From an optimization exercise on the open Yosys and OpenROAD flow, aimed at small area and a short achievable clock period; shortcuts taken in it are not production practice.
Only simulation tests tie the RTL to the original design; equivalence was not proved.
Power and IR drop assume default switching activity.

## flow/design.v (module list and top-level ports; edited modules follow where they fit)
// module fpu_adder: 99 lines
// module pipelined_fpu_mul_eff: 134 lines
// module mant_mul24: 2388 lines
// module complex_multiplier: 56 lines
module complex_multiplier
(
	input clk, rst,
	input in_valid,
	input [31:0] x_real, x_imag, y_real, y_imag,
	output out_valid,
	output [31:0] xy_real, xy_imag
);
  // ...
==> flow/run.sh <==
#!/bin/bash
# synth_recipe.tcl (not shown) runs the flow's synth.tcl, then flattens the netlist and writes it again
# the make line also repeats each setting of config.mk as NAME=value (left out here)
make -C /OpenROAD-flow-scripts/flow DESIGN_CONFIG=/design/flow/config.mk WORK_HOME=/design/flow/orfs CLKGATE_MAP_FILE= SYNTH_SCRIPT=/design/flow/synth_recipe.tcl finish
==> flow/config.mk <==
export PLATFORM = sky130hd
export DESIGN_NAME = complex_multiplier
export DESIGN_NICKNAME = complex_multiplier
export VERILOG_FILES = /design/flow/design.v
export SDC_FILE = /design/flow/constraint.sdc
export NUM_CORES = 8
export LEC_CHECK = 0
export ABC_AREA = 1
export CAP_MARGIN = 20
export CORE_MARGIN = 2
export CORE_UTILIZATION = 55
export SLEW_MARGIN = 20
==> flow/constraint.sdc <==
create_clock -name core_clock -period 21.0 [get_ports {clk}]
set_input_delay 4.2000 -clock core_clock [delete_from_list [all_inputs] [get_ports {clk}]]
set_output_delay 4.2000 -clock core_clock [all_outputs]
set_load 0.01 [all_outputs]
==> flow_metrics.py, run 1 <==
metrics = {
    "worst_setup_path": {
        "crit_path_start": "realpart.res[28]",
        "crit_required_ns": 16.80,
        "critPathKind": "flop to primary output",
        "r2r_end": "imagpart.cal_q[22]",
        "crit_fanout": 1,
    },
    "power": {
        "pg_clk_mw": 3.21,
        "p_switching_mw": 13.24,
        "power_density_mw_per_mm2": 178.1,
    },
    "clock_network": {
        "clockRootBuffer": "clkbuf_16",
        "clk_pin_slew_ns": 0.06,
        "cts_tree": "yes",
        "cts_resized": 0,
        "cts_max_level": 4,
    },
    "drt": {
        "vias": 121700,
        "wl_met2_um": 207000,
    },
    "finish": {
        "nNonClkInverters": 2167,
        "instances_no_fill": 20100,
        "nets": 18680,
        "fin_util_pct": 59.48,
        "fillers": 22620,
    },
    "grt": {
        "grt.busiest_layer": "met2",
        "grt_use_met1_pct": 51.86,
    },
    "yosys": {
        "post_synth_xor_area_fraction_pct": 11.36,
        "syn-num-nets": 19040,
    },
    "timing": {
        "worst_slack_ns": 15.08,
        "finClkSkew_ns": 0.05999,
        "drv_slew": 0,
        "final_hold_viol_count": 0,
        "finalSetupTns_ns": 0,
    },
    "placement": {
        "dp_cells": 19730,
    },
    "outcome": {
        "status": "timing/DRC/antenna clean",
    },
    "floorplan": {
        "die-area_mm2": 0.2445,
    },
    "worst_hold_path": {
        "hold_class": "flop to flop",
    },
}
==> module fpu_adder, before the edit <==
module fpu_adder
(
	input clk,
	input [31:0] a_d,		 
	input [31:0] b_d,
	input sub,			 
	output [31:0] s
);
	wire exchange_d = (b_d[30:0] > a_d[30:0]);
	wire [7:0] ea1 = {a_d[30:24], a_d[23] | ~|a_d[30:23]};
	wire [7:0] eb1 = {b_d[30:24], b_d[23] | ~|b_d[30:23]};
	wire [7:0] dab = ea1 - eb1;
	wire [7:0] dba = eb1 - ea1;
	wire [7:0] shift_amount_d = exchange_d ? dba : dab;
	wire nan_a_d = (a_d[22:0] > b_d[22:0]);
	reg [31:0] fp_large, fp_small;
	reg exchange, nan_small, big_shift;
	reg [4:0] sh5;
	always @(posedge clk) begin
		fp_large <= exchange_d ? b_d : a_d;
		fp_small <= exchange_d ? a_d : b_d;
		exchange <= exchange_d;
		nan_small <= ~(nan_a_d ^ exchange_d);
		big_shift <= (shift_amount_d >= 8'd26);
		sh5 <= shift_amount_d[4:0];
	end
	wire [23:0] large_frac24 = {|fp_large[30:23], fp_large[22:0]};
	wire [23:0] small_frac24 = {|fp_small[30:23], fp_small[22:0]};
	wire [7:0] temp_exp = fp_large[30:23];
	wire sign = fp_large[31] ^ (exchange & sub);
	wire op_sub = sub ^ fp_large[31] ^ fp_small[31];
	wire l_expo_is_ff = &fp_large[30:23];
	wire s_expo_is_ff = &fp_small[30:23];
	wire l_frac_is_00 = ~|fp_large[22:0];
	wire s_frac_is_00 = ~|fp_small[22:0];
	wire l_is_inf = l_expo_is_ff & l_frac_is_00;
	wire s_is_inf_ = s_expo_is_ff & s_frac_is_00;
	wire l_is_nan = l_expo_is_ff & ~l_frac_is_00;
	wire s_is_nan_ = s_expo_is_ff & ~s_frac_is_00;
	wire s_is_inf = l_is_inf | s_is_inf_;
	wire s_is_nan = l_is_nan | s_is_nan_ | (op_sub & l_is_inf & s_is_inf_);
	wire [21:0] nan_frac = nan_small ? fp_small[21:0] : fp_large[21:0];
	wire [25:0] small_hi = big_shift ? 26'h0 : {small_frac24, 2'b00} >> sh5;
	wire [23:0] below = big_shift ? 24'hffffff : ~(24'hffffff << (sh5 - 5'd2)) & {24{sh5 >= 5'd3}};
	wire sticky = |(small_frac24 & below);
	wire [27:0] aligned_large_frac = s_is_nan ? {2'b10, nan_frac, 4'h0} : {1'b0, large_frac24, 3'b000};
	wire [27:0] aligned_small_frac = s_is_nan ? 28'h0 : {1'b0, small_hi, sticky};
	wire [27:0] cal_frac = aligned_large_frac + (aligned_small_frac ^ {28{op_sub}}) + op_sub;
	reg [27:0] cal_q;
	reg [7:0] te_q;
	reg sign_q, nan_q, inf_q;
	always @(posedge clk) begin
		cal_q <= cal_frac;
		te_q <= temp_exp;
		sign_q <= sign;
		nan_q <= s_is_nan;
		inf_q <= s_is_inf;
	end
	wire [4:0] zeros = lzc27(cal_q[26:0]);
	wire [7:0] lim = (te_q == 8'h0) ? 8'h0 : te_q - 8'h1;
	wire [4:0] sh = ({3'h0, zeros} < lim) ? zeros : lim[4:0];
	wire [26:0] f0 = cal_q[26:0] << sh;
	wire [26:0] frac0 = cal_q[27] ? cal_q[27:1] : f0;
	wire [7:0] exp0 = cal_q[27] ? te_q + 8'h1 : f0[26] ? te_q - sh : 8'h0;
	wire frac_plus_1 = frac0[2] & (frac0[1] | frac0[0]) | (frac0[2] | frac0[1] | frac0[0]) & sign_q;
	reg [23:0] fh_q;
	reg [7:0] e0_q;
	reg p1_q, sign_q2, nan_q2, inf_q2;
	always @(posedge clk) begin
		fh_q <= frac0[26:3];
		p1_q <= frac_plus_1;
		e0_q <= exp0;
		sign_q2 <= sign_q;
		nan_q2 <= nan_q;
		inf_q2 <= inf_q;
	end
	wire [24:0] frac_round = {1'b0, fh_q} + p1_q;
	wire [7:0] exponent = frac_round[24] ? e0_q + 8'h1 : e0_q;
	wire overflow = &e0_q | &exponent;
	reg [31:0] res;
	always @(posedge clk) begin
		if (nan_q2)
			res <= {1'b1, 8'hff, 1'b1, frac_round[21:0]};
		else if (overflow | inf_q2)
			res <= {sign_q2, 8'hff, 23'h0};
		else
			res <= {sign_q2, exponent, frac_round[22:0]};
	end
	assign s = res;
	function [4:0] lzc27;
		input [26:0] v;
		integer i;
		begin
			lzc27 = 5'd31;
			for (i = 0; i < 27; i = i + 1)
				if (v[i]) lzc27 = 26 - i;
		end
	endfunction
endmodule
==> module pipelined_fpu_mul_eff, before the edit <==
module pipelined_fpu_mul_eff
(
	input clk,
	input [31:0] a, b,
	input [12:0] b_one, b_two,
	output [31:0] s
);
	wire [7:0] ea = a[30:23];
	wire [7:0] eb = b[30:23];
	wire a_expo_is_00 = ~|ea;
	wire b_expo_is_00 = ~|eb;
	wire a_expo_is_ff = &ea;
	wire b_expo_is_ff = &eb;
	wire a_frac_is_00 = ~|a[22:0];
	wire b_frac_is_00 = ~|b[22:0];
	wire a_is_inf = a_expo_is_ff & a_frac_is_00;
	wire a_is_nan = a_expo_is_ff & ~a_frac_is_00;
	wire a_is_0 = a_expo_is_00 & a_frac_is_00;
	wire b_is_inf = b_expo_is_ff & b_frac_is_00;
	wire b_is_nan = b_expo_is_ff & ~b_frac_is_00;
	wire b_is_0 = b_expo_is_00 & b_frac_is_00;
	wire is_nan = a_is_nan | b_is_nan | (a_is_inf & b_is_0) | (b_is_inf & a_is_0);
	wire is_inf = a_is_inf | b_is_inf;
	wire [21:0] nan_frac = (a[21:0] > b[21:0]) ? a[21:0] : b[21:0];
	wire [23:0] a_frac24 = {~a_expo_is_00, a[22:0]};
	wire [23:0] b_frac24 = {~b_expo_is_00, b[22:0]};
	wire [12:0] b_neg = {1'b0, b_frac24[23], b_frac24[21], b_frac24[19], b_frac24[17], b_frac24[15],
		b_frac24[13], b_frac24[11], b_frac24[9], b_frac24[7], b_frac24[5], b_frac24[3], b_frac24[1]};
	wire [47:0] ra, rb;
	mant_mul24 mm(.x(a_frac24), .one(b_one), .two(b_two), .neg(b_neg), .ra(ra), .rb(rb));
	wire [8:0] S = {1'b0, ea[7:1], ea[0] | a_expo_is_00} + {1'b0, eb[7:1], eb[0] | b_expo_is_00};
	wire [5:0] lzs = lzc24(a_frac24) + lzc24(b_frac24);
	reg [47:0] ra_q, rb_q;
	reg [8:0] S_q;
	reg [5:0] lzs_q;
	reg sign_q, nan_q, inf_q;
	always @(posedge clk) begin
		ra_q <= {ra[47:22], is_nan ? nan_frac : ra[21:0]};
		rb_q <= {rb[47:22], is_nan ? 22'h0 : rb[21:0]};
		S_q <= S;
		lzs_q <= lzs;
		sign_q <= a[31] ^ b[31];
		nan_q <= is_nan;
		inf_q <= is_inf;
	end
	wire [47:0] z = ra_q + rb_q;
	wire [9:0] rA = 10'd535 - lzs_q;
	wire [9:0] rB = 10'd663 - S_q;
	wire [9:0] rM = (rA > rB) ? rA : rB;
	wire [6:0] r = ~rM[9] ? 7'd0 : (rM[8:7] != 2'b00) ? 7'd127 : rM[6:0];
	wire [9:0] EmL = {1'b0, S_q} + 10'd385 - lzs_q;
	wire [8:0] Eb = (EmL < 10'd513) ? 9'd1 : EmL[8:0];
	wire L0 = (lzs_q == 6'd0);
	wire fA1 = L0 & (S_q == 9'd126);
	wire fA2 = L0 & (S_q < 9'd126);
	reg [47:0] z_q;
	reg [6:0] r_q;
	reg [8:0] Eb_q;
	reg fA1_q, fA2_q, sign_q2, nan_q2, inf_q2;
	always @(posedge clk) begin
		z_q <= z;
		r_q <= r;
		Eb_q <= Eb;
		fA1_q <= fA1;
		fA2_q <= fA2;
		sign_q2 <= sign_q;
		nan_q2 <= nan_q;
		inf_q2 <= inf_q;
	end
	wire [70:0] zz = {z_q, 23'h0} >> r_q;
	wire [47:0] y = zz[47:0];
	wire zA = fA1_q & z_q[47];
	wire [46:0] frac0 = zA ? z_q[47:1] : y[47] ? y[47:1] : y[46:0];
	wire frac_plus_1 = frac0[2] & (frac0[1] | frac0[0] | frac0[3]);
	wire [9:0] exp0 = zA ? 10'h0 : (y[47] | y[46]) ? {1'b0, Eb_q} + y[47] : 10'h0;
	reg [23:0] fh_q;
	reg [9:0] e0_q;
	reg p1_q, sign_q3, nan_q3, inf_q3, ovfA_q3;
	always @(posedge clk) begin
		fh_q <= nan_q2 ? {2'b00, z_q[21:0]} : frac0[46:23];
		p1_q <= frac_plus_1 & ~nan_q2;
		e0_q <= exp0;
		sign_q3 <= sign_q2;
		nan_q3 <= nan_q2;
		inf_q3 <= inf_q2;
		ovfA_q3 <= fA2_q & z_q[47];
	end
	wire [24:0] frac_round = {1'b0, fh_q} + p1_q;
	wire [9:0] exp1 = frac_round[24] ? e0_q + 10'h1 : e0_q;
	wire overflow = (e0_q >= 10'h0ff) | (exp1 >= 10'h0ff) | ovfA_q3;
	reg [31:0] prod;
	always @(posedge clk) begin
		if (nan_q3)
			prod <= {1'b1, 8'hff, 1'b1, frac_round[21:0]};
		else if (overflow | inf_q3)
			prod <= {sign_q3, 8'hff, 23'h0};
		else
			prod <= {sign_q3, exp1[7:0], frac_round[22:0]};
	end
	assign s = prod;
	function [4:0] lzc24;
		input [23:0] v;
		reg [31:0] w;
		reg [15:0] z1;
		reg [15:0] c1;
		reg [7:0] z2;
		reg [15:0] c2;
		reg [3:0] z3;
		reg [11:0] c3;
		reg [1:0] z4;
		reg [7:0] c4;
		integer g;
		begin
			w = {v, 8'hff};
			for (g = 0; g < 16; g = g + 1) begin
				z1[g] = ~(w[2*g+1] | w[2*g]);
				c1[g] = ~w[2*g+1];
			end
			for (g = 0; g < 8; g = g + 1) begin
				z2[g] = z1[2*g+1] & z1[2*g];
				c2[2*g +: 2] = z1[2*g+1] ? {1'b1, c1[2*g]} : {1'b0, c1[2*g+1]};
			end
			for (g = 0; g < 4; g = g + 1) begin
				z3[g] = z2[2*g+1] & z2[2*g];
				c3[3*g +: 3] = z2[2*g+1] ? {1'b1, c2[2*(2*g) +: 2]} : {1'b0, c2[2*(2*g+1) +: 2]};
			end
			for (g = 0; g < 2; g = g + 1) begin
				z4[g] = z3[2*g+1] & z3[2*g];
				c4[4*g +: 4] = z3[2*g+1] ? {1'b1, c3[3*(2*g) +: 3]} : {1'b0, c3[3*(2*g+1) +: 3]};
			end
			lzc24 = z4[1] ? {1'b1, c4[3:0]} : {1'b0, c4[7:4]};
		end
	endfunction
endmodule
==> run 2: changes to the inputs <==
--- a/flow/design.v
+++ b/flow/design.v
@@ -13,14 +13,36 @@
 	wire [7:0] dba = eb1 - ea1;
-	wire [7:0] shift_amount_d = exchange_d ? dba : dab;
-	wire nan_a_d = (a_d[22:0] > b_d[22:0]);
+	wire [4:0] tza = tzc24({|a_d[30:23], a_d[22:0]});
+	wire [4:0] tzb = tzc24({|b_d[30:23], b_d[22:0]});
+	wire big_ab = (dab >= 8'd26);
+	wire big_ba = (dba >= 8'd26);
+	wire [5:0] shc_ab = big_ab ? 6'd26 : {1'b0, dab[4:0]};
+	wire [5:0] shc_ba = big_ba ? 6'd26 : {1'b0, dba[4:0]};
+	wire sticky_ab = ({1'b0, tzb} + 6'd3 <= shc_ab);
+	wire sticky_ba = ({1'b0, tza} + 6'd3 <= shc_ba);
+	wire big_shift_d = exchange_d ? big_ba : big_ab;
+	wire [4:0] sh5_d = exchange_d ? dba[4:0] : dab[4:0];
+	wire sticky_d = exchange_d ? sticky_ba : sticky_ab;
+	wire a_expo_is_ff = &a_d[30:23];
+	wire b_expo_is_ff = &b_d[30:23];
+	wire a_frac_is_00 = ~|a_d[22:0];
+	wire b_frac_is_00 = ~|b_d[22:0];
+	wire a_is_inf = a_expo_is_ff & a_frac_is_00;
+	wire b_is_inf = b_expo_is_ff & b_frac_is_00;
+	wire a_is_nan = a_expo_is_ff & ~a_frac_is_00;
+	wire b_is_nan = b_expo_is_ff & ~b_frac_is_00;
+	wire s_is_inf_d = a_is_inf | b_is_inf;
+	wire s_is_nan_d = a_is_nan | b_is_nan | ((sub ^ a_d[31] ^ b_d[31]) & a_is_inf & b_is_inf);
+	wire [21:0] nan_frac = (a_d[22:0] > b_d[22:0]) ? a_d[21:0] : b_d[21:0];
 	reg [31:0] fp_large, fp_small;
-	reg exchange, nan_small, big_shift;
+	reg exchange, big_shift, sticky, nan_q0, inf_q0;
 	reg [4:0] sh5;
 	always @(posedge clk) begin
-		fp_large <= exchange_d ? b_d : a_d;
-		fp_small <= exchange_d ? a_d : b_d;
+		fp_large <= s_is_nan_d ? {9'h0ff, 1'b0, nan_frac} : exchange_d ? b_d : a_d;
+		fp_small <= s_is_nan_d ? 32'h0 : exchange_d ? a_d : b_d;
 		exchange <= exchange_d;
-		nan_small <= ~(nan_a_d ^ exchange_d);
-		big_shift <= (shift_amount_d >= 8'd26);
-		sh5 <= shift_amount_d[4:0];
+		big_shift <= big_shift_d;
+		sh5 <= sh5_d;
+		sticky <= sticky_d & ~s_is_nan_d;
+		nan_q0 <= s_is_nan_d;
+		inf_q0 <= s_is_inf_d;
 	end
@@ -31,18 +53,5 @@
 	wire op_sub = sub ^ fp_large[31] ^ fp_small[31];
-	wire l_expo_is_ff = &fp_large[30:23];
-	wire s_expo_is_ff = &fp_small[30:23];
-	wire l_frac_is_00 = ~|fp_large[22:0];
-	wire s_frac_is_00 = ~|fp_small[22:0];
-	wire l_is_inf = l_expo_is_ff & l_frac_is_00;
-	wire s_is_inf_ = s_expo_is_ff & s_frac_is_00;
-	wire l_is_nan = l_expo_is_ff & ~l_frac_is_00;
-	wire s_is_nan_ = s_expo_is_ff & ~s_frac_is_00;
-	wire s_is_inf = l_is_inf | s_is_inf_;
-	wire s_is_nan = l_is_nan | s_is_nan_ | (op_sub & l_is_inf & s_is_inf_);
-	wire [21:0] nan_frac = nan_small ? fp_small[21:0] : fp_large[21:0];
 	wire [25:0] small_hi = big_shift ? 26'h0 : {small_frac24, 2'b00} >> sh5;
-	wire [23:0] below = big_shift ? 24'hffffff : ~(24'hffffff << (sh5 - 5'd2)) & {24{sh5 >= 5'd3}};
-	wire sticky = |(small_frac24 & below);
-	wire [27:0] aligned_large_frac = s_is_nan ? {2'b10, nan_frac, 4'h0} : {1'b0, large_frac24, 3'b000};
-	wire [27:0] aligned_small_frac = s_is_nan ? 28'h0 : {1'b0, small_hi, sticky};
+	wire [27:0] aligned_large_frac = {1'b0, large_frac24, 3'b000};
+	wire [27:0] aligned_small_frac = {1'b0, small_hi, sticky};
 	wire [27:0] cal_frac = aligned_large_frac + (aligned_small_frac ^ {28{op_sub}}) + op_sub;
@@ -55,4 +64,4 @@
 		sign_q <= sign;
-		nan_q <= s_is_nan;
-		inf_q <= s_is_inf;
+		nan_q <= nan_q0;
+		inf_q <= inf_q0;
 	end
@@ -89,2 +98,35 @@
 	assign s = res;
+	function [4:0] tzc24;
+		input [23:0] v;
+		reg [31:0] w;
+		reg [15:0] z1;
+		reg [15:0] c1;
+		reg [7:0] z2;
+		reg [15:0] c2;
+		reg [3:0] z3;
+		reg [11:0] c3;
+		reg [1:0] z4;
+		reg [7:0] c4;
+		integer g;
+		begin
+			w = {8'hff, v};
+			for (g = 0; g < 16; g = g + 1) begin
+				z1[g] = ~(w[2*g+1] | w[2*g]);
+				c1[g] = ~w[2*g];
+			end
+			for (g = 0; g < 8; g = g + 1) begin
+				z2[g] = z1[2*g+1] & z1[2*g];
+				c2[2*g +: 2] = z1[2*g] ? {1'b1, c1[2*g+1]} : {1'b0, c1[2*g]};
+			end
+			for (g = 0; g < 4; g = g + 1) begin
+				z3[g] = z2[2*g+1] & z2[2*g];
+				c3[3*g +: 3] = z2[2*g] ? {1'b1, c2[2*(2*g+1) +: 2]} : {1'b0, c2[2*(2*g) +: 2]};
+			end
+			for (g = 0; g < 2; g = g + 1) begin
+				z4[g] = z3[2*g+1] & z3[2*g];
+				c4[4*g +: 4] = z3[2*g] ? {1'b1, c3[3*(2*g+1) +: 3]} : {1'b0, c3[3*(2*g) +: 3]};
+			end
+			tzc24 = z4[0] ? {1'b1, c4[7:4]} : {1'b0, c4[3:0]};
+		end
+	endfunction
 	function [4:0] lzc27;
@@ -144,3 +186,4 @@
 	end
-	wire [47:0] z = ra_q + rb_q;
+	wire [47:0] z;
+	add48 cpa(.a(ra_q), .b(rb_q), .s(z));
 	wire [9:0] rA = 10'd535 - lzs_q;
@@ -2621,2 +2664,357 @@
 endmodule
+module add48(input [47:0] a, input [47:0] b, output [47:0] s);
+wire ag0 = a[0] & b[0];
+wire ap0 = a[0] ^ b[0];
+wire ag1 = a[1] & b[1];
+wire ap1 = a[1] ^ b[1];
+wire ag2 = a[2] & b[2];
+wire ap2 = a[2] ^ b[2];
+wire ag3 = a[3] & b[3];
+wire ap3 = a[3] ^ b[3];
+wire ag4 = a[4] & b[4];
+wire ap4 = a[4] ^ b[4];
+wire ag5 = a[5] & b[5];
+wire ap5 = a[5] ^ b[5];
+wire ag6 = a[6] & b[6];
+wire ap6 = a[6] ^ b[6];
+wire ag7 = a[7] & b[7];
+wire ap7 = a[7] ^ b[7];
+wire ag8 = a[8] & b[8];
+wire ap8 = a[8] ^ b[8];
+wire ag9 = a[9] & b[9];
+wire ap9 = a[9] ^ b[9];
+wire ag10 = a[10] & b[10];
+wire ap10 = a[10] ^ b[10];
+wire ag11 = a[11] & b[11];
+wire ap11 = a[11] ^ b[11];
+wire ag12 = a[12] & b[12];
+wire ap12 = a[12] ^ b[12];
+wire ag13 = a[13] & b[13];
+wire ap13 = a[13] ^ b[13];
+wire ag14 = a[14] & b[14];
+wire ap14 = a[14] ^ b[14];
+wire ag15 = a[15] & b[15];
+wire ap15 = a[15] ^ b[15];
+wire ag16 = a[16] & b[16];
+wire ap16 = a[16] ^ b[16];
+wire ag17 = a[17] & b[17];
+wire ap17 = a[17] ^ b[17];
+wire ag18 = a[18] & b[18];
+wire ap18 = a[18] ^ b[18];
+wire ag19 = a[19] & b[19];
+wire ap19 = a[19] ^ b[19];
+wire ag20 = a[20] & b[20];
+wire ap20 = a[20] ^ b[20];
+wire ag21 = a[21] & b[21];
+wire ap21 = a[21] ^ b[21];
+wire ag22 = a[22] & b[22];
+wire ap22 = a[22] ^ b[22];
+wire ag23 = a[23] & b[23];
+wire ap23 = a[23] ^ b[23];
+wire ag24 = a[24] & b[24];
+wire ap24 = a[24] ^ b[24];
+wire ag25 = a[25] & b[25];
+wire ap25 = a[25] ^ b[25];
+wire ag26 = a[26] & b[26];
+wire ap26 = a[26] ^ b[26];
+wire ag27 = a[27] & b[27];
+wire ap27 = a[27] ^ b[27];
+wire ag28 = a[28] & b[28];
+wire ap28 = a[28] ^ b[28];
+wire ag29 = a[29] & b[29];
+wire ap29 = a[29] ^ b[29];
+wire ag30 = a[30] & b[30];
+wire ap30 = a[30] ^ b[30];
+wire ag31 = a[31] & b[31];
+wire ap31 = a[31] ^ b[31];
+wire ag32 = a[32] & b[32];
+wire ap32 = a[32] ^ b[32];
+wire ag33 = a[33] & b[33];
+wire ap33 = a[33] ^ b[33];
+wire ag34 = a[34] & b[34];
+wire ap34 = a[34] ^ b[34];
+wire ag35 = a[35] & b[35];
+wire ap35 = a[35] ^ b[35];
+wire ag36 = a[36] & b[36];
+wire ap36 = a[36] ^ b[36];
+wire ag37 = a[37] & b[37];
+wire ap37 = a[37] ^ b[37];
+wire ag38 = a[38] & b[38];
+wire ap38 = a[38] ^ b[38];
+wire ag39 = a[39] & b[39];
+wire ap39 = a[39] ^ b[39];
+wire ag40 = a[40] & b[40];
+wire ap40 = a[40] ^ b[40];
+wire ag41 = a[41] & b[41];
+wire ap41 = a[41] ^ b[41];
+wire ag42 = a[42] & b[42];
+wire ap42 = a[42] ^ b[42];
+wire ag43 = a[43] & b[43];
+wire ap43 = a[43] ^ b[43];
+wire ag44 = a[44] & b[44];
+wire ap44 = a[44] ^ b[44];
+wire ag45 = a[45] & b[45];
+wire ap45 = a[45] ^ b[45];
+wire ag46 = a[46] & b[46];
+wire ap46 = a[46] ^ b[46];
+wire ag47 = a[47] & b[47];
+wire ap47 = a[47] ^ b[47];
+wire aG1 = ag1 | (ap1 & ag0);
+wire aP1 = ap1 & ap0;
+wire aG2 = ag3 | (ap3 & ag2);
+wire aP2 = ap3 & ap2;
+wire aG3 = ag5 | (ap5 & ag4);
+wire aP3 = ap5 & ap4;
+wire aG4 = ag7 | (ap7 & ag6);
+wire aP4 = ap7 & ap6;
+wire aG5 = ag9 | (ap9 & ag8);
+wire aP5 = ap9 & ap8;
+wire aG6 = ag11 | (ap11 & ag10);
+wire aP6 = ap11 & ap10;
+wire aG7 = ag13 | (ap13 & ag12);
+wire aP7 = ap13 & ap12;
+wire aG8 = ag15 | (ap15 & ag14);
+wire aP8 = ap15 & ap14;
+wire aG9 = ag17 | (ap17 & ag16);
+wire aP9 = ap17 & ap16;
+wire aG10 = ag19 | (ap19 & ag18);
+wire aP10 = ap19 & ap18;
+wire aG11 = ag21 | (ap21 & ag20);
+wire aP11 = ap21 & ap20;
+wire aG12 = ag23 | (ap23 & ag22);
+wire aP12 = ap23 & ap22;
+wire aG13 = ag25 | (ap25 & ag24);
+wire aP13 = ap25 & ap24;
+wire aG14 = ag27 | (ap27 & ag26);
+wire aP14 = ap27 & ap26;
+wire aG15 = ag29 | (ap29 & ag28);
+wire aP15 = ap29 & ap28;
+wire aG16 = ag31 | (ap31 & ag30);
+wire aP16 = ap31 & ap30;
+wire aG17 = ag33 | (ap33 & ag32);
+wire aP17 = ap33 & ap32;
+wire aG18 = ag35 | (ap35 & ag34);
+wire aP18 = ap35 & ap34;
+wire aG19 = ag37 | (ap37 & ag36);
+wire aP19 = ap37 & ap36;
+wire aG20 = ag39 | (ap39 & ag38);
+wire aP20 = ap39 & ap38;
+wire aG21 = ag41 | (ap41 & ag40);
+wire aP21 = ap41 & ap40;
+wire aG22 = ag43 | (ap43 & ag42);
+wire aP22 = ap43 & ap42;
+wire aG23 = ag45 | (ap45 & ag44);
+wire aP23 = ap45 & ap44;
+wire aG24 = ag47 | (ap47 & ag46);
+wire aP24 = ap47 & ap46;
+wire aG25 = ag2 | (ap2 & aG1);
+wire aP25 = ap2 & aP1;
+wire aG26 = aG2 | (aP2 & aG1);
+wire aP26 = aP2 & aP1;
+wire aG27 = ag6 | (ap6 & aG3);
+wire aP27 = ap6 & aP3;
+wire aG28 = aG4 | (aP4 & aG3);
+wire aP28 = aP4 & aP3;
+wire aG29 = ag10 | (ap10 & aG5);
+wire aP29 = ap10 & aP5;
+wire aG30 = aG6 | (aP6 & aG5);
+wire aP30 = aP6 & aP5;
+wire aG31 = ag14 | (ap14 & aG7);
+wire aP31 = ap14 & aP7;
+wire aG32 = aG8 | (aP8 & aG7);
+wire aP32 = aP8 & aP7;
+wire aG33 = ag18 | (ap18 & aG9);
+wire aP33 = ap18 & aP9;
+wire aG34 = aG10 | (aP10 & aG9);
+wire aP34 = aP10 & aP9;
+wire aG35 = ag22 | (ap22 & aG11);
+wire aP35 = ap22 & aP11;
+wire aG36 = aG12 | (aP12 & aG11);
+wire aP36 = aP12 & aP11;
+wire aG37 = ag26 | (ap26 & aG13);
+wire aP37 = ap26 & aP13;
+wire aG38 = aG14 | (aP14 & aG13);
+wire aP38 = aP14 & aP13;
+wire aG39 = ag30 | (ap30 & aG15);
+wire aP39 = ap30 & aP15;
+wire aG40 = aG16 | (aP16 & aG15);
+wire aP40 = aP16 & aP15;
+wire aG41 = ag34 | (ap34 & aG17);
+wire aP41 = ap34 & aP17;
+wire aG42 = aG18 | (aP18 & aG17);
+wire aP42 = aP18 & aP17;
+wire aG43 = ag38 | (ap38 & aG19);
+wire aP43 = ap38 & aP19;
+wire aG44 = aG20 | (aP20 & aG19);
+wire aP44 = aP20 & aP19;
+wire aG45 = ag42 | (ap42 & aG21);
+wire aP45 = ap42 & aP21;
+wire aG46 = aG22 | (aP22 & aG21);
+wire aP46 = aP22 & aP21;
+wire aG47 = ag46 | (ap46 & aG23);
+wire aP47 = ap46 & aP23;
+wire aG48 = aG24 | (aP24 & aG23);
+wire aP48 = aP24 & aP23;
+wire aG49 = ag4 | (ap4 & aG26);
+wire aP49 = ap4 & aP26;
+wire aG50 = aG3 | (aP3 & aG26);
+wire aP50 = aP3 & aP26;
+wire aG51 = aG27 | (aP27 & aG26);
+wire aP51 = aP27 & aP26;
+wire aG52 = aG28 | (aP28 & aG26);
+wire aP52 = aP28 & aP26;
+wire aG53 = ag12 | (ap12 & aG30);
+wire aP53 = ap12 & aP30;
+wire aG54 = aG7 | (aP7 & aG30);
+wire aP54 = aP7 & aP30;
+wire aG55 = aG31 | (aP31 & aG30);
+wire aP55 = aP31 & aP30;
+wire aG56 = aG32 | (aP32 & aG30);
+wire aP56 = aP32 & aP30;
+wire aG57 = ag20 | (ap20 & aG34);
+wire aP57 = ap20 & aP34;
+wire aG58 = aG11 | (aP11 & aG34);
+wire aP58 = aP11 & aP34;
+wire aG59 = aG35 | (aP35 & aG34);
+wire aP59 = aP35 & aP34;
+wire aG60 = aG36 | (aP36 & aG34);
+wire aP60 = aP36 & aP34;
+wire aG61 = ag28 | (ap28 & aG38);
+wire aP61 = ap28 & aP38;
+wire aG62 = aG15 | (aP15 & aG38);
+wire aP62 = aP15 & aP38;
+wire aG63 = aG39 | (aP39 & aG38);
+wire aP63 = aP39 & aP38;
+wire aG64 = aG40 | (aP40 & aG38);
+wire aP64 = aP40 & aP38;
+wire aG65 = ag36 | (ap36 & aG42);
+wire aP65 = ap36 & aP42;
+wire aG66 = aG19 | (aP19 & aG42);
+wire aP66 = aP19 & aP42;
+wire aG67 = aG43 | (aP43 & aG42);
+wire aP67 = aP43 & aP42;
+wire aG68 = aG44 | (aP44 & aG42);
+wire aP68 = aP44 & aP42;
+wire aG69 = ag44 | (ap44 & aG46);
+wire aP69 = ap44 & aP46;
+wire aG70 = aG23 | (aP23 & aG46);
+wire aP70 = aP23 & aP46;
+wire aG71 = aG47 | (aP47 & aG46);
+wire aP71 = aP47 & aP46;
+wire aG72 = aG48 | (aP48 & aG46);
+wire aP72 = aP48 & aP46;
+wire aG73 = ag8 | (ap8 & aG52);
+wire aP73 = ap8 & aP52;
+wire aG74 = aG5 | (aP5 & aG52);
+wire aP74 = aP5 & aP52;
+wire aG75 = aG29 | (aP29 & aG52);
+wire aP75 = aP29 & aP52;
+wire aG76 = aG30 | (aP30 & aG52);
+wire aP76 = aP30 & aP52;
+wire aG77 = aG53 | (aP53 & aG52);
+wire aP77 = aP53 & aP52;
+wire aG78 = aG54 | (aP54 & aG52);
+wire aP78 = aP54 & aP52;
+wire aG79 = aG55 | (aP55 & aG52);
+wire aP79 = aP55 & aP52;
+wire aG80 = aG56 | (aP56 & aG52);
+wire aP80 = aP56 & aP52;
+wire aG81 = ag24 | (ap24 & aG60);
+wire aP81 = ap24 & aP60;
+wire aG82 = aG13 | (aP13 & aG60);
+wire aP82 = aP13 & aP60;
+wire aG83 = aG37 | (aP37 & aG60);
+wire aP83 = aP37 & aP60;
+wire aG84 = aG38 | (aP38 & aG60);
+wire aP84 = aP38 & aP60;
+wire aG85 = aG61 | (aP61 & aG60);
+wire aP85 = aP61 & aP60;
+wire aG86 = aG62 | (aP62 & aG60);
+wire aP86 = aP62 & aP60;
+wire aG87 = aG63 | (aP63 & aG60);
+wire aP87 = aP63 & aP60;
+wire aG88 = aG64 | (aP64 & aG60);
+wire aP88 = aP64 & aP60;
+wire aG89 = ag40 | (ap40 & aG68);
+wire aP89 = ap40 & aP68;
+wire aG90 = aG21 | (aP21 & aG68);
+wire aP90 = aP21 & aP68;
+wire aG91 = aG45 | (aP45 & aG68);
+wire aP91 = aP45 & aP68;
+wire aG92 = aG46 | (aP46 & aG68);
+wire aP92 = aP46 & aP68;
+wire aG93 = aG69 | (aP69 & aG68);
+wire aP93 = aP69 & aP68;
+wire aG94 = aG70 | (aP70 & aG68);
+wire aP94 = aP70 & aP68;
+wire aG95 = aG71 | (aP71 & aG68);
+wire aP95 = aP71 & aP68;
+wire aG96 = aG72 | (aP72 & aG68);
+wire aP96 = aP72 & aP68;
+wire aG97 = ag16 | (ap16 & aG80);
+wire aP97 = ap16 & aP80;
+wire aG98 = aG9 | (aP9 & aG80);
+wire aP98 = aP9 & aP80;
+wire aG99 = aG33 | (aP33 & aG80);
+wire aP99 = aP33 & aP80;
+wire aG100 = aG34 | (aP34 & aG80);
+wire aP100 = aP34 & aP80;
+wire aG101 = aG57 | (aP57 & aG80);
+wire aP101 = aP57 & aP80;
+wire aG102 = aG58 | (aP58 & aG80);
+wire aP102 = aP58 & aP80;
+wire aG103 = aG59 | (aP59 & aG80);
+wire aP103 = aP59 & aP80;
+wire aG104 = aG60 | (aP60 & aG80);
+wire aP104 = aP60 & aP80;
+wire aG105 = aG81 | (aP81 & aG80);
+wire aP105 = aP81 & aP80;
+wire aG106 = aG82 | (aP82 & aG80);
+wire aP106 = aP82 & aP80;
+wire aG107 = aG83 | (aP83 & aG80);
+wire aP107 = aP83 & aP80;
+wire aG108 = aG84 | (aP84 & aG80);
+wire aP108 = aP84 & aP80;
+wire aG109 = aG85 | (aP85 & aG80);
+wire aP109 = aP85 & aP80;
+wire aG110 = aG86 | (aP86 & aG80);
+wire aP110 = aP86 & aP80;
+wire aG111 = aG87 | (aP87 & aG80);
+wire aP111 = aP87 & aP80;
+wire aG112 = aG88 | (aP88 & aG80);
+wire aP112 = aP88 & aP80;
+wire aG113 = ag32 | (ap32 & aG112);
+wire aP113 = ap32 & aP112;
+wire aG114 = aG17 | (aP17 & aG112);
+wire aP114 = aP17 & aP112;
+wire aG115 = aG41 | (aP41 & aG112);
+wire aP115 = aP41 & aP112;
+wire aG116 = aG42 | (aP42 & aG112);
+wire aP116 = aP42 & aP112;
+wire aG117 = aG65 | (aP65 & aG112);
+wire aP117 = aP65 & aP112;
+wire aG118 = aG66 | (aP66 & aG112);
+wire aP118 = aP66 & aP112;
+wire aG119 = aG67 | (aP67 & aG112);
+wire aP119 = aP67 & aP112;
+wire aG120 = aG68 | (aP68 & aG112);
+wire aP120 = aP68 & aP112;
+wire aG121 = aG89 | (aP89 & aG112);
+wire aP121 = aP89 & aP112;
+wire aG122 = aG90 | (aP90 & aG112);
+wire aP122 = aP90 & aP112;
+wire aG123 = aG91 | (aP91 & aG112);
+wire aP123 = aP91 & aP112;
+wire aG124 = aG92 | (aP92 & aG112);
+wire aP124 = aP92 & aP112;
+wire aG125 = aG93 | (aP93 & aG112);
+wire aP125 = aP93 & aP112;
+wire aG126 = aG94 | (aP94 & aG112);
+wire aP126 = aP94 & aP112;
+wire aG127 = aG95 | (aP95 & aG112);
+wire aP127 = aP95 & aP112;
+wire aG128 = aG96 | (aP96 & aG112);
+wire aP128 = aP96 & aP112;
+assign s = {(ap47 ^ aG127), (ap46 ^ aG126), (ap45 ^ aG125), (ap44 ^ aG124), (ap43 ^ aG123), (ap42 ^ aG122), (ap41 ^ aG121), (ap40 ^ aG120), (ap39 ^ aG119), (ap38 ^ aG118), (ap37 ^ aG117), (ap36 ^ aG116), (ap35 ^ aG115), (ap34 ^ aG114), (ap33 ^ aG113), (ap32 ^ aG112), (ap31 ^ aG111), (ap30 ^ aG110), (ap29 ^ aG109), (ap28 ^ aG108), (ap27 ^ aG107), (ap26 ^ aG106), (ap25 ^ aG105), (ap24 ^ aG104), (ap23 ^ aG103), (ap22 ^ aG102), (ap21 ^ aG101), (ap20 ^ aG100), (ap19 ^ aG99), (ap18 ^ aG98), (ap17 ^ aG97), (ap16 ^ aG80), (ap15 ^ aG79), (ap14 ^ aG78), (ap13 ^ aG77), (ap12 ^ aG76), (ap11 ^ aG75), (ap10 ^ aG74), (ap9 ^ aG73), (ap8 ^ aG52), (ap7 ^ aG51), (ap6 ^ aG50), (ap5 ^ aG49), (ap4 ^ aG26), (ap3 ^ aG25), (ap2 ^ aG1), (ap1 ^ ag0), ap0};
+endmodule
 module complex_multiplier
==> flow/flow/run.sh (new file) <==
#!/bin/bash
# Layout flow: the standard layout (standard.sh, unchanged synthesis and
# ORFS steps), except that the buffers ORFS puts on the input and output ports
# at global placement are sky130_fd_sc_hd__buf_4 rather than the buffer it
# picks by default (sky130_fd_sc_hd__clkdlybuf4s50_1, a slow delay cell).
# make's full output goes to standard.log here; each ORFS step keeps its own
# log under orfs/logs/.
set -euo pipefail
bash standard.sh "BUFFER_PORTS_ARGS=-buffer_cell sky130_fd_sc_hd__buf_4" finish > standard.log 2>&1
==> flow/standard.sh (new file) <==
#!/bin/bash
# synth_recipe.tcl (not shown) runs the flow's synth.tcl, then flattens the netlist and writes it again
# the make line also repeats each setting of config.mk as NAME=value (left out here)
make -C /OpenROAD-flow-scripts/flow DESIGN_CONFIG=/design/flow/config.mk WORK_HOME=/design/flow/orfs CLKGATE_MAP_FILE= SYNTH_SCRIPT=/design/flow/synth_recipe.tcl "${@:-finish}"
removed: flow/run.sh
==> run 2 against run 1 <==
  * Synthesized cell count shrank 0.70%
  * Still clean on timing, DRC and antenna
  * Critical path depth unchanged
  * Via count down 0.25%
  * Hold slack lost 0.0014 ns
  * Clock power up 2%
  * Non-clock buffer count increased by 6
  * Power grew 2.3%
==> flow_metrics.py, run 2 <==
metrics = {
    "timing": {
        "finalCritPeriodShare_pct": 26.14,
        "worst_slack_ns": 15.51,
        "finalSetupTns_ns": 0,
        "setup_viol": 0,
        "drv_slew": 0,
        "worstMarginPinSlew_ns": 1.294,
        "slew_headroom_pct": 13.09,
        "final_hold_viol_count": 0,
        "max_freq_ghz": 0.1822,
        "finClkSkew_ns": 0.05145,
        "period_needed_ns": 5.489,
        "fin_hold_ws_ns": 0.3173,
        "rsz0062_at_grt": "false",
    },
    "floorplan": {
        "initial_utilization_pct": 55.19,
        "core_area_mm2": 0.2401,
        "die-area_mm2": 0.2448,
        "rows": 180,
        "die_w_um": 494.8,
        "die_h_um": 494.8,
        "ios": 196,
    },
    "grt": {
        "antenna_found_initial": 46,
        "grt_max_degree": 85,
        "grt_overflow_total": 0,
        "grt_pass1_wl_um": 747400,
        "track_usage_pct": 40.55,
        "first_global_vias": 116100,
        "met2_usage_pct": 59.15,
        "use_met3_pct": 12.67,
        "grt_use_met1_pct": 52.88,
        "grt.busiest_layer": "met2",
    },
    "flow_run": {
        "maxCapViolCount": 0,
    },
    "finish": {
        "final_common_cell": "nand2_1",
        "nets": 18590,
        "fillers": 22630,
        "regArea_mm2": 0.03121,
        "area_growth_pct": 7.476,
        "multi_input_area_mm2": 0.08890,
        "mostFrequentLayoutCells": "2,435 x nand2_1, 2,161 x inv_1, 1,544 x dfxtp_1",
        "drive_gt1_share_pct": 6.426,
    },
    "placement": {
        "place_ws_ns": 15.36,
        "place_congestion": 1.008,
        "io_buffers": 195,
        "post-dp-hpwl_um": 360600,
    },
    "clock_network": {
        "cts_resized": 0,
        "cts_hold_buf": 0,
        "clockRootBuffer": "clkbuf_16",
        "cts_setup_buffers": 0,
        "cts_tree": "yes",
        "cts_buffer_depth": 3,
        "clk_latency_ns": 0.87,
        "clk_pin_slew_ns": 0.06,
        "numCtsBuffers": 175,
        "clkSinkCount": 1558,
        "cts_max_level": 4,
    },
    "worst_setup_path": {
        "cp_num_buf_inv": 1,
        "cp_top_family": "flip-flops",
        "cp_slowest_cell": "dfxtp_1",
        "crit_required_ns": 16.80,
        "crit_path_max_incr_delay_ns": 0.30,
        "critPathKind": "flop to primary output",
        "crit_arrival_ns": 1.29,
        "crit_fanout": 1,
        "r2r_end": "mri.rb_q[27]",
        "r2r_cells": 11,
        "crit_path_end_kind": "primary output",
        "cp_cell_sequence": "buf_4",
        "startpoint_type": "flop",
        "timing.rr.start": "xr[28]",
        "r2r_slack_ns": 15.78,
    },
    "drt": {
        "wl_per_cell_um": 25.36,
        "vias": 121300,
        "drcViolationCount": 0,
        "first_iter_violations": 14260,
        "wl_um": 506100,
        "viasPerCell": 6.081,
        "first_pass_iters": 9,
        "detail-route-antenna-nets": 0,
    },
    "yosys": {
        "synth.area.top_cells": "dfxtp_1 24%, fa_1 16%, xor2_1 10%",
        "avgSynthCellArea_um2": 7.811,
        "synth_cell_types": 84,
        "synthCells": 16960,
        "syn_area_mm2": 0.1325,
        "syn-num-nets": 18960,
        "synth-seq-cells": 1558,
        "yosysWarnings": 3,
        "yosysMostFrequentCell": "nand2_1",
        "synth_seq_area_share_pct": 23.54,
        "async_reset_ff_share_pct": 0,
        "synth_edf_count": 0,
        "synthTopCellsByCount": "2,440 x nand2_1, 2,191 x inv_1, 1,558 x dfxtp_1",
        "yosysTopAreaCell": "dfxtp_1",
        "ys.flop_type": "dfxtp_1",
        "yosys.area.top_type_share_pct": 23.54,
    },
    "worst_hold_path": {
        "holdCritStartpoint": "mrr.nan_q",
        "min_to": "mrr.nan_q2",
        "hold_class": "flop to flop",
        "hold_path_depth": 0,
    },
    "outcome": {
        "status": "timing/DRC/antenna clean",
    },
    "power": {
        "power_mw": 26.00,
        "leakage_nw": 65.81,
        "ir_worst_vdd_mv": 0.1450,
        "power_density_mw_per_mm2": 182.6,
    },
}
## run 2: cell count changes after synthesis, moves of 23 or more
cell,previous run,this run
nand2_1,2736,2440
inv_1,2079,2191
o211ai_1,183,137
a21oi_1,648,690
xnor2_1,192,152
o21ai_0,1379,1343
nor2_1,1085,1119
clkbuf_1,699,729
mux2i_1,79,103
nor3_1,119,143
buf_1,253,230
## run 2: per-stage QoR
stage | util, % | instance area (µm²) | cells
after floorplan | - | 132500 | 16960
after global placement | 56.70 | 136100 | 19600
after detailed placement | 56.71 | 136100 | 19610
after CTS | 59.28 | 142300 | 19930
after global routing | 59.29 | 142300 | 19940
final | 59.31 | 142400 | 19950
## run 2: power breakdown
part | total, mW | switching [mW] | internal (mW)
Combinational | 17.2 | 11.0 | 6.22
Sequential | 5.48 | 1.07 | 4.41
Clock | 3.28 | 1.38 | 1.89
## run 2: worst max-delay path by stage
stage | end | slack (ns) | from | depth (start not counted)
final | xy_real[28] | 15.51 | realpart.res[28] | 1
after global routing | xy_imag[30] | 15.43 | imagpart.res[30] | 1
after CTS | xy_real[28] | 15.46 | realpart.res[28] | 1
after detailed placement | yi_two[11] | 15.36 | y_imag[28] | 5
after global placement | yi_two[11] | 15.28 | y_imag[28] | 5
after floorplan | yi_two[11] | 16.19 | y_imag[24] | 3
## run 2: cell type report
cell class	instances	area share [%]
repair buffers	470	2.492
clock inverters	97	0.8936
diodes	25	0.04393
flip-flops and latches	1558	21.92
clock buffers	227	3.439
well taps	3185	2.799
inverters	2269	5.982
multi-input cells	12120	62.43
## run 2: cell families after synthesis
logic type | after synthesis | synth area share [%]
AO/OA/AOI/OAI | 3808 | 16.78
XOR/XNOR | 1688 | 11.16
adder cells (fa/ha/maj) | 1864 | 23.46
buffers and inverters | 3281 | 9.430
flip-flops | 1558 | 23.54
multiplexers | 124 | 0.9567
AND/OR/NAND/NOR | 4639 | 14.67
## run 2: metal layers
layer  vias to the layer above  part of all wire, %  wire [µm]
li1                      55040                    -          -
met3                      1963                   12      62670
met2                      7447                   41     207700
met5                         -                0.062        312
met4                        20                  6.9      35120
met1                     56880                   40     200300
==> module complex_multiplier, before the edit <==
module complex_multiplier
(
	input clk, rst,
	input in_valid,
	input [31:0] x_real, x_imag, y_real, y_imag,
	output out_valid,
	output [31:0] xy_real, xy_imag
);
	reg [8:0] valid_pipe;
	always @(posedge clk) begin
		if (rst)
			valid_pipe <= 9'b0;
		else
			valid_pipe <= {valid_pipe[7:0], in_valid};
	end
	assign out_valid = valid_pipe[8];
	reg [31:0] xr, xi, yr, yi;
	reg [12:0] yr_one, yr_two, yi_one, yi_two;
	always @(posedge clk) begin
		xr <= x_real;
		xi <= x_imag;
		yr <= y_real;
		yi <= y_imag;
		yr_one <= booth_one(y_real);
		yr_two <= booth_two(y_real);
		yi_one <= booth_one(y_imag);
		yi_two <= booth_two(y_imag);
	end
	wire [31:0] rr, ri, ir, ii;
	pipelined_fpu_mul_eff mrr(.clk(clk), .a(xr), .b(yr), .b_one(yr_one), .b_two(yr_two), .s(rr));
	pipelined_fpu_mul_eff mri(.clk(clk), .a(xr), .b(yi), .b_one(yi_one), .b_two(yi_two), .s(ri));
	pipelined_fpu_mul_eff mir(.clk(clk), .a(xi), .b(yr), .b_one(yr_one), .b_two(yr_two), .s(ir));
	pipelined_fpu_mul_eff mii(.clk(clk), .a(xi), .b(yi), .b_one(yi_one), .b_two(yi_two), .s(ii));
	fpu_adder realpart(.clk(clk), .a_d(rr), .b_d(ii), .sub(1'b1), .s(xy_real));
	fpu_adder imagpart(.clk(clk), .a_d(ri), .b_d(ir), .sub(1'b0), .s(xy_imag));
	function [25:0] booth_digits;
		input [31:0] f;
		reg [26:0] m;
		integer i;
		begin
			m = {2'b00, |f[30:23], f[22:0], 1'b0};
			for (i = 0; i < 13; i = i + 1) begin
				booth_digits[i] = m[2*i+1] ^ m[2*i];
				booth_digits[13+i] = (m[2*i+2] & ~m[2*i+1] & ~m[2*i]) | (~m[2*i+2] & m[2*i+1] & m[2*i]);
			end
		end
	endfunction
	function [12:0] booth_one;
		input [31:0] f;
		booth_one = booth_digits(f) >> 0;
	endfunction
	function [12:0] booth_two;
		input [31:0] f;
		booth_two = booth_digits(f) >> 13;
	endfunction
endmodule
==> run 3: changes to the inputs <==
--- a/flow/design.v
+++ b/flow/design.v
@@ -35,9 +35,16 @@
 	wire [21:0] nan_frac = (a_d[22:0] > b_d[22:0]) ? a_d[21:0] : b_d[21:0];
-	reg [31:0] fp_large, fp_small;
-	reg exchange, big_shift, sticky, nan_q0, inf_q0;
+	wire [31:0] large_d = exchange_d ? b_d : a_d;
+	wire [31:0] small_d = exchange_d ? a_d : b_d;
+	reg sign, op_sub, s_hid;
+	reg [7:0] temp_exp;
+	reg [22:0] l_frac, s_frac;
+	reg big_shift, sticky, nan_q0, inf_q0;
 	reg [4:0] sh5;
 	always @(posedge clk) begin
-		fp_large <= s_is_nan_d ? {9'h0ff, 1'b0, nan_frac} : exchange_d ? b_d : a_d;
-		fp_small <= s_is_nan_d ? 32'h0 : exchange_d ? a_d : b_d;
-		exchange <= exchange_d;
+		sign <= exchange_d ? sub ^ b_d[31] : a_d[31];
+		op_sub <= sub ^ a_d[31] ^ b_d[31];
+		temp_exp <= s_is_nan_d ? 8'hff : large_d[30:23];
+		l_frac <= s_is_nan_d ? {1'b0, nan_frac} : large_d[22:0];
+		s_hid <= ~s_is_nan_d & (|small_d[30:23]);
+		s_frac <= s_is_nan_d ? 23'h0 : small_d[22:0];
 		big_shift <= big_shift_d;
@@ -48,7 +55,4 @@
 	end
-	wire [23:0] large_frac24 = {|fp_large[30:23], fp_large[22:0]};
-	wire [23:0] small_frac24 = {|fp_small[30:23], fp_small[22:0]};
-	wire [7:0] temp_exp = fp_large[30:23];
-	wire sign = fp_large[31] ^ (exchange & sub);
-	wire op_sub = sub ^ fp_large[31] ^ fp_small[31];
+	wire [23:0] large_frac24 = {|temp_exp, l_frac};
+	wire [23:0] small_frac24 = {s_hid, s_frac};
 	wire [25:0] small_hi = big_shift ? 26'h0 : {small_frac24, 2'b00} >> sh5;
@@ -145,2 +149,3 @@
 	input [31:0] a, b,
+	input a_h, b_h,			 
 	input [12:0] b_one, b_two,
@@ -150,4 +155,4 @@
 	wire [7:0] eb = b[30:23];
-	wire a_expo_is_00 = ~|ea;
-	wire b_expo_is_00 = ~|eb;
+	wire a_expo_is_00 = ~a_h;
+	wire b_expo_is_00 = ~b_h;
 	wire a_expo_is_ff = &ea;
@@ -216,5 +221,5 @@
 	wire frac_plus_1 = frac0[2] & (frac0[1] | frac0[0] | frac0[3]);
-	wire [9:0] exp0 = zA ? 10'h0 : (y[47] | y[46]) ? {1'b0, Eb_q} + y[47] : 10'h0;
+	wire [8:0] exp0 = zA ? 9'h0 : (y[47] | y[46]) ? Eb_q + y[47] : 9'h0;
 	reg [23:0] fh_q;
-	reg [9:0] e0_q;
+	reg [8:0] e0_q;
 	reg p1_q, sign_q3, nan_q3, inf_q3, ovfA_q3;
@@ -230,4 +235,4 @@
 	wire [24:0] frac_round = {1'b0, fh_q} + p1_q;
-	wire [9:0] exp1 = frac_round[24] ? e0_q + 10'h1 : e0_q;
-	wire overflow = (e0_q >= 10'h0ff) | (exp1 >= 10'h0ff) | ovfA_q3;
+	wire [8:0] exp1 = frac_round[24] ? e0_q + 9'h1 : e0_q;
+	wire overflow = (e0_q >= 9'h0ff) | (exp1 >= 9'h0ff) | ovfA_q3;
 	reg [31:0] prod;
@@ -3036,2 +3041,3 @@
 	reg [31:0] xr, xi, yr, yi;
+	reg xr_h, xi_h, yr_h, yi_h;		 
 	reg [12:0] yr_one, yr_two, yi_one, yi_two;
@@ -3042,2 +3048,6 @@
 		yi <= y_imag;
+		xr_h <= |x_real[30:23];
+		xi_h <= |x_imag[30:23];
+		yr_h <= |y_real[30:23];
+		yi_h <= |y_imag[30:23];
 		yr_one <= booth_one(y_real);
@@ -3048,6 +3058,6 @@
 	wire [31:0] rr, ri, ir, ii;
-	pipelined_fpu_mul_eff mrr(.clk(clk), .a(xr), .b(yr), .b_one(yr_one), .b_two(yr_two), .s(rr));
-	pipelined_fpu_mul_eff mri(.clk(clk), .a(xr), .b(yi), .b_one(yi_one), .b_two(yi_two), .s(ri));
-	pipelined_fpu_mul_eff mir(.clk(clk), .a(xi), .b(yr), .b_one(yr_one), .b_two(yr_two), .s(ir));
-	pipelined_fpu_mul_eff mii(.clk(clk), .a(xi), .b(yi), .b_one(yi_one), .b_two(yi_two), .s(ii));
+	pipelined_fpu_mul_eff mrr(.clk(clk), .a(xr), .a_h(xr_h), .b(yr), .b_h(yr_h), .b_one(yr_one), .b_two(yr_two), .s(rr));
+	pipelined_fpu_mul_eff mri(.clk(clk), .a(xr), .a_h(xr_h), .b(yi), .b_h(yi_h), .b_one(yi_one), .b_two(yi_two), .s(ri));
+	pipelined_fpu_mul_eff mir(.clk(clk), .a(xi), .a_h(xi_h), .b(yr), .b_h(yr_h), .b_one(yr_one), .b_two(yr_two), .s(ir));
+	pipelined_fpu_mul_eff mii(.clk(clk), .a(xi), .a_h(xi_h), .b(yi), .b_h(yi_h), .b_one(yi_one), .b_two(yi_two), .s(ii));
 	fpu_adder realpart(.clk(clk), .a_d(rr), .b_d(ii), .sub(1'b1), .s(xy_real));
==> run 3 against run 2 <==
  * Sequential power is 1% lower
  * Utilization is 0.26 points higher
  * Area after synthesis is 0.85% lower
  * Largest cell class unchanged
  * Highest routed layer unchanged
==> flow_metrics.py, run 3 <==
metrics = {
    "outcome": {
        "status": "timing/DRC/antenna clean",
    },
    "clock_network": {
        "clockRootBuffer": "clkbuf_16",
        "cts_resized": 0,
        "cts_buffer_depth": 3,
        "cts_setup_buffers": 0,
        "clk_latency_ns": 0.86,
        "clk_pin_slew_ns": 0.07,
        "clkSinkCount": 1541,
        "cts_max_level": 4,
        "numCtsBuffers": 174,
        "cts_hold_buf": 0,
        "cts_tree": "yes",
    },
    "drt": {
        "first_iter_violations": 14230,
        "drcViolationCount": 0,
        "wl_um": 488600,
        "viasPerCell": 5.988,
        "vias": 119000,
        "detail-route-antenna-nets": 0,
        "wl_per_cell_um": 24.59,
        "first_pass_iters": 7,
    },
    "placement": {
        "post-dp-hpwl_um": 355000,
        "place_ws_ns": 15.05,
        "io_buffers": 195,
        "dp_cells": 19510,
        "place_congestion": 1.034,
    },
    "floorplan": {
        "die-area_mm2": 0.2428,
        "initial_utilization_pct": 55.28,
        "rows": 179,
        "die_w_um": 492.7,
        "ios": 196,
        "die_h_um": 492.7,
        "core_area_mm2": 0.2376,
    },
    "worst_setup_path": {
        "crit_path_end_kind": "primary output",
        "crit_arrival_ns": 1.30,
        "cp_cell_sequence": "buf_4",
        "critPathKind": "flop to primary output",
        "startpoint_type": "flop",
        "r2r_cells": 10,
        "crit_path_max_incr_delay_ns": 0.30,
        "path_depth": 1,
        "cp_slowest_cell": "dfxtp_1",
        "crit_required_ns": 16.80,
        "cp_top_family": "flip-flops",
        "cp_num_buf_inv": 1,
        "crit_fanout": 1,
    },
    "finish": {
        "area_growth_pct": 7.759,
        "fillers": 22410,
        "instances_no_fill": 19870,
        "final_common_cell": "nand2_1",
        "mostFrequentLayoutCells": "2,487 x nand2_1, 2,125 x inv_1, 1,572 x xor2_1",
        "regArea_mm2": 0.03088,
        "drive_gt1_share_pct": 6.329,
        "multi_input_area_mm2": 0.08830,
        "nets": 18520,
    },
    "yosys": {
        "async_reset_ff_share_pct": 0,
        "syn_area_mm2": 0.1314,
        "syn-num-nets": 18850,
        "synth.area.top_cells": "dfxtp_1 23%, fa_1 16%, xor2_1 11%",
        "synthTopCellsByCount": "2,493 x nand2_1, 2,172 x inv_1, 1,575 x xor2_1",
        "yosysMostFrequentCell": "nand2_1",
        "ys.flop_type": "dfxtp_1",
        "yosys.area.top_type_share_pct": 23.49,
        "synth_edf_count": 0,
        "synth_cell_types": 80,
        "synthCells": 16850,
        "synth_seq_area_share_pct": 23.49,
        "yosysWarnings": 3,
        "synth-seq-cells": 1541,
        "avgSynthCellArea_um2": 7.795,
        "yosysTopAreaCell": "dfxtp_1",
    },
    "timing": {
        "worst_slack_ns": 15.50,
        "setup_viol": 0,
        "finalSetupTns_ns": 0,
        "worstMarginPinSlew_ns": 1.342,
        "final_hold_viol_count": 0,
        "drv_slew": 0,
        "finClkSkew_ns": 0.05414,
        "rsz0062_at_grt": "false",
        "finalCritPeriodShare_pct": 26.19,
        "max_freq_ghz": 0.1819,
        "period_needed_ns": 5.499,
        "slew_headroom_pct": 10.21,
    },
    "grt": {
        "grt_pass1_wl_um": 722100,
        "grt.busiest_layer": "met2",
        "grt_max_degree": 116,
        "antenna_found_initial": 31,
        "grt_use_met1_pct": 52.56,
        "track_usage_pct": 39.32,
        "grt_overflow_total": 0,
        "met2_usage_pct": 56.57,
        "first_global_vias": 112200,
        "use_met3_pct": 10.68,
    },
    "power": {
        "ir_worst_vdd_mv": 0.1914,
        "leakage_nw": 65.70,
        "power_density_mw_per_mm2": 177.1,
    },
    "worst_hold_path": {
        "hold_path_depth": 0,
        "hold_class": "flop to flop",
    },
    "flow_run": {
        "maxCapViolCount": 0,
    },
}
==> run 3: worst paths after layout <==
path | startpoint | to | slack, ns
hold reg to reg | mii.nan_q | mii.nan_q2 | 0.32
setup / recovery | imagpart.res[17] | xy_imag[17] | 15.50
setup reg to reg | xi[17] | mii.rb_q[19] | 15.70
hold / removal | mii.nan_q | mii.nan_q2 | 0.32
==> run 3: per-stage QoR <==
step / utilization (%) / power, mW / hold WS (ns) / instance area [µm²]
after floorplan: - / 16.43 / 0.3096 / 131400
after global placement: 56.89 / 21.38 / 0.3096 / 135200
after detailed placement: 56.90 / 21.43 / 0.3121 / 135200
after CTS: 59.52 / 24.80 / 0.3166 / 141400
after global routing: 59.54 / 27.38 / 0.3227 / 141500
final: 59.57 / 25.07 / 0.3192 / 141600
==> run 3: layout make-up <==
class	count	share of cell area, %
inverters	2265	6.014
multi-input cells	12060	62.38
repair buffers	476	2.525
clock buffers	229	3.484
well taps	3167	2.799
flip-flops and latches	1541	21.81
clock inverters	94	0.9246
diodes	34	0.06011
==> run 3: power by group <==
group / switching (mW) / leakage (nW) / internal (mW)
Combinational: 10.5 / 49.8 / 5.88
Clock: 1.35 / 3.02 / 1.92
Sequential: 1.08 / 12.9 / 4.33
Total: 12.9 / 65.7 / 12.1
==> run 3: kinds of logic (layout without fill, tap and decap cells) <==
| logic type | Yosys count | in the layout | share of synthesized area (%) |
|---|---|---|---|
| fa+ha+maj | 1868 | 1868 | 23.70 |
| flops | 1541 | 1541 | 23.49 |
| other cells | 0 | 34 | 0 |
| xor+xnor | 1691 | 1691 | 11.27 |
| compound gates | 3782 | 3782 | 16.68 |
| mux | 121 | 121 | 0.9401 |
| buf+inv | 3247 | 3064 | 9.363 |
| simple gates | 4602 | 4602 | 14.56 |
==> run 3: metal layers <==
layer | wire [µm] | share of wire (%)
met1 | 196200 | 40
met2 | 201600 | 41
met3 | 56810 | 12
met4 | 33840 | 6.9
met5 | 165 | 0.034
==> run 4: changes to the inputs <==
--- a/flow/config.mk
+++ b/flow/config.mk
@@ -10,3 +10,3 @@
 export CORE_MARGIN = 2
-export CORE_UTILIZATION = 55
+export CORE_UTILIZATION = 70
 export SLEW_MARGIN = 20
==> run 4 against run 3 <==
  * The run now fails in 5_1_grt
  * Synthesized cell count is the same
  * Area after synthesis stayed put
==> flow_metrics.py, run 4 <==
metrics = {
    "yosys": {
        "synth_edf_count": 0,
        "yosysWarnings": 3,
        "synthTopCellsByCount": "2,493 x nand2_1, 2,172 x inv_1, 1,575 x xor2_1",
        "synth_cell_types": 80,
        "async_reset_ff_share_pct": 0,
        "synth_seq_area_share_pct": 23.49,
        "syn_area_mm2": 0.1314,
        "synth.area.top_cells": "dfxtp_1 23%, fa_1 16%, xor2_1 11%",
        "yosys.area.top_type_share_pct": 23.49,
        "synth-seq-cells": 1541,
        "ys.flop_type": "dfxtp_1",
        "synthCells": 16850,
        "yosysMostFrequentCell": "nand2_1",
        "yosysTopAreaCell": "dfxtp_1",
        "avgSynthCellArea_um2": 7.795,
        "syn-num-nets": 18850,
    },
    "outcome": {
        "status": "did not finish",
        "firstError": "[ERROR GRT-0232] Routing congestion too high. Check the congestion heatmap in the GUI.",
        "haltStage": "5_1_grt",
    },
    "grt": {
        "track_usage_pct": 61.79,
        "grt_overflow_total": 152,
        "antenna_found_initial": 85,
        "grt_max_degree": 115,
    },
    "placement": {
        "place_ws_ns": 14.87,
        "dpl_cell_area_mm2": 0.1341,
        "place_congestion": 1.075,
        "io_buffers": 195,
        "dp_cells": 18800,
        "post-dp-hpwl_um": 368700,
    },
    "floorplan": {
        "die_w_um": 437.2,
        "die_h_um": 437.2,
        "initial_utilization_pct": 70.61,
        "rows": 158,
        "ios": 196,
    },
    "clock_network": {
        "clockRootBuffer": "clkbuf_16",
        "clkSinkCount": 1541,
        "cts_buffer_depth": 3,
        "numCtsBuffers": 166,
        "cts_setup_buffers": 0,
        "cts_resized": 0,
        "cts_max_level": 4,
        "cts_hold_buf": 0,
    },
}
run 4: cell counts after synthesis:
Identical to the previous run, type by type.
run 4: cells by family after synthesis:
| group | count (synthesis) | synth area share (%) |
|---|---|---|
| AND/OR/NAND/NOR | 4602 | 14.56 |
| adder cells (fa/ha/maj) | 1868 | 23.70 |
| flip-flops | 1541 | 23.49 |
| AO/OA/AOI/OAI | 3782 | 16.68 |
| buffers and inverters | 3247 | 9.363 |
| multiplexers | 121 | 0.9401 |
| XOR/XNOR | 1691 | 11.27 |
run 4: how the worst min path moves through the flow:
stage | end | slack [ns] | cells after the start
after detailed placement | imagpart.sign_q | 0.31 | 0
after CTS | realpart.nan_q | 0.31 | 0
after floorplan | imagpart.inf_q | 0.31 | 0
after global placement | imagpart.nan_q | 0.31 | 0
run 4: metal layers:
layer	track usage, %	overflow
met1	67.37	15
met2	79.00	79
met3	42.61	11
met4	49.69	45
met5	26.23	2
run 4: per-stage QoR:
step                      util (%)  hold slack [ns]
after floorplan                  -           0.3096
after global placement       72.09           0.3100
after detailed placement     72.10           0.3121
after CTS                    75.24           0.3100
run 4: power groups by stage:
stage               Clock (mW)  Sequential (mW)  Combinational, mW
global placement             0             5.35               15.8
floorplan                    0             4.91               11.5
CTS                       3.15             5.34               17.0
detailed placement           0             5.38               16.6
==> run 5: changes to the inputs <==
--- a/flow/config.mk
+++ b/flow/config.mk
@@ -10,3 +10,3 @@
 export CORE_MARGIN = 2
-export CORE_UTILIZATION = 70
+export CORE_UTILIZATION = 62
 export SLEW_MARGIN = 20
==> run 5 against run 4 <==
  * The run now finishes clean
  * Area after synthesis unchanged
  * Synthesized cell count unchanged
==> flow_metrics.py, run 5 <==
metrics = {
    "outcome": {
        "status": "timing/DRC/antenna clean",
    },
    "grt": {
        "grt_overflow_total": 0,
        "grt_max_degree": 116,
        "grt_pass1_wl_um": 711700,
        "first_global_vias": 115200,
        "track_usage_pct": 43.27,
        "antenna_found_initial": 49,
    },
    "power": {
        "internal_power_mw": 12.07,
        "p_clk_share_pct": 12.7,
        "leakage_nw": 65.50,
        "p_seq_share_pct": 21.8,
        "ir_worst_vdd_mv": 0.2328,
        "switching_share_pct": 51.65,
        "power_density_mw_per_mm2": 177.4,
    },
    "finish": {
        "area_growth_pct": 7.115,
        "instances_no_fill": 19490,
        "final_common_cell": "nand2_1",
        "mostFrequentLayoutCells": "2,487 x nand2_1, 2,128 x inv_1, 1,575 x xor2_1",
    },
    "worst_setup_path": {
        "crit_path_max_incr_delay_ns": 0.31,
        "crit_required_ns": 16.80,
        "crit_path_end_kind": "primary output",
        "crit_arrival_ns": 1.30,
        "crit_fanout": 1,
        "cp_top_family": "flip-flops",
    },
    "yosys": {
        "synth_compound_area_share_pct": 16.68,
        "synth_seq_area_share_pct": 23.49,
        "synth.area.top_cells": "dfxtp_1 23%, fa_1 16%, xor2_1 11%",
        "post_synth_xor_area_fraction_pct": 11.27,
        "synth_adder_area_share_pct": 23.70,
        "avgSynthCellArea_um2": 7.795,
        "async_reset_ff_share_pct": 0,
        "synth-seq-cells": 1541,
        "synthTopCellsByCount": "2,493 x nand2_1, 2,172 x inv_1, 1,575 x xor2_1",
        "synth_top_family_by_area": "adder cells",
        "synth-simple-area-share_pct": 14.56,
        "yosysTopAreaCell": "dfxtp_1",
        "ys.flop_type": "dfxtp_1",
        "yosys.area.top_type_share_pct": 23.49,
        "yosysWarnings": 3,
        "synth_cell_types": 80,
        "synth_edf_count": 0,
    },
    "clock_network": {
        "numCtsBuffers": 169,
        "clk_pin_slew_ns": 0.07,
        "cts_max_level": 4,
        "clk_latency_ns": 0.85,
        "cts_buffer_depth": 3,
        "cts_hold_buf": 0,
        "cts_tree": "yes",
        "cts_resized": 0,
    },
    "floorplan": {
        "die_h_um": 464.3,
        "core_area_mm2": 0.2100,
        "die-area_mm2": 0.2156,
        "rows": 168,
        "ios": 196,
        "initial_utilization_pct": 62.55,
    },
    "placement": {
        "post-dp-hpwl_um": 343100,
        "dp_cells": 19130,
        "place_ws_ns": 15.03,
    },
    "timing": {
        "max_freq_ghz": 0.1817,
        "setup_viol": 0,
        "period_needed_ns": 5.502,
        "worst_slack_ns": 15.50,
        "drv_slew": 0,
        "finalCritPeriodShare_pct": 26.20,
        "worstMarginPinSlew_ns": 1.366,
        "finClkSkew_ns": 0.06159,
        "final_hold_viol_count": 0,
    },
    "drt": {
        "wl_um": 476400,
        "drcViolationCount": 0,
        "first_iter_violations": 16440,
    },
    "flow_run": {
        "maxCapViolCount": 0,
    },
}
run 5: layer usage:
metal / up-vias / track usage, % / wire length (µm)
li1: 54750 / - / -
met4: 34 / 29.12 / 39390
met2: 8316 / 61.18 / 191500
met3: 2163 / 15.28 / 65040
met1: 56320 / 55.34 / 180000
met5: - / 0.4456 / 460
run 5: cells by family after synthesis:
family / after synthesis
AOI/OAI and AO/OA: 3782
xor gates and xnor gates: 1691
adders and majority gates: 1868
buffers and inverters: 3247
DFF: 1541
muxes: 121
and+or+nand+nor: 4602
run 5: power by group through the flow:
| stage | clock network, mW | registers (mW) | logic, mW |
|---|---|---|---|
| after floorplan | 0 | 4.91 | 11.5 |
| after global placement | 0 | 5.42 | 15.7 |
| after detailed placement | 0 | 5.42 | 15.9 |
| after CTS | 3.19 | 5.37 | 16.0 |
| after global routing | 3.31 | 5.51 | 18.4 |
| final | 3.16 | 5.44 | 16.4 |
run 5: stage by stage:
step / cell area [µm²] / total power, mW / utilization (%)
5_1_grt: 140600 / 27.18 / 66.96
3_5_place_dp: 134600 / 21.31 / 64.09
2_1_floorplan: 131400 / 16.43 / -
3_3_place_gp: 134600 / 21.14 / 64.09
6_report: 140700 / 24.96 / 67.00
4_1_cts: 140500 / 24.56 / 66.91
run 5: cell type report:
class                      count  area (µm²)  area share, %
sequential                  1541       30880          21.94
tap                         2805        3510          2.494
clock buffer                 221        4767          3.388
inverter                    2265        8507          6.046
antenna                       48       120.1        0.08537
clock inverter                81        1152         0.8190
timing repair buffer         463        3518          2.501
multi-input combinational  12060       88250          62.72
run 5: final timing paths:
path / from / endpoint / slack (ns) / cells past startpoint
worst max-delay path: realpart.res[12] / xy_real[12] / 15.50 / 1
worst max register to register: xi[12] / mii.lzs_q[5] / 15.86 / 17
worst min-delay path: imagpart.inf_q0 / imagpart.inf_q / 0.32 / 0
worst min register to register: imagpart.inf_q0 / imagpart.inf_q / 0.32 / 0
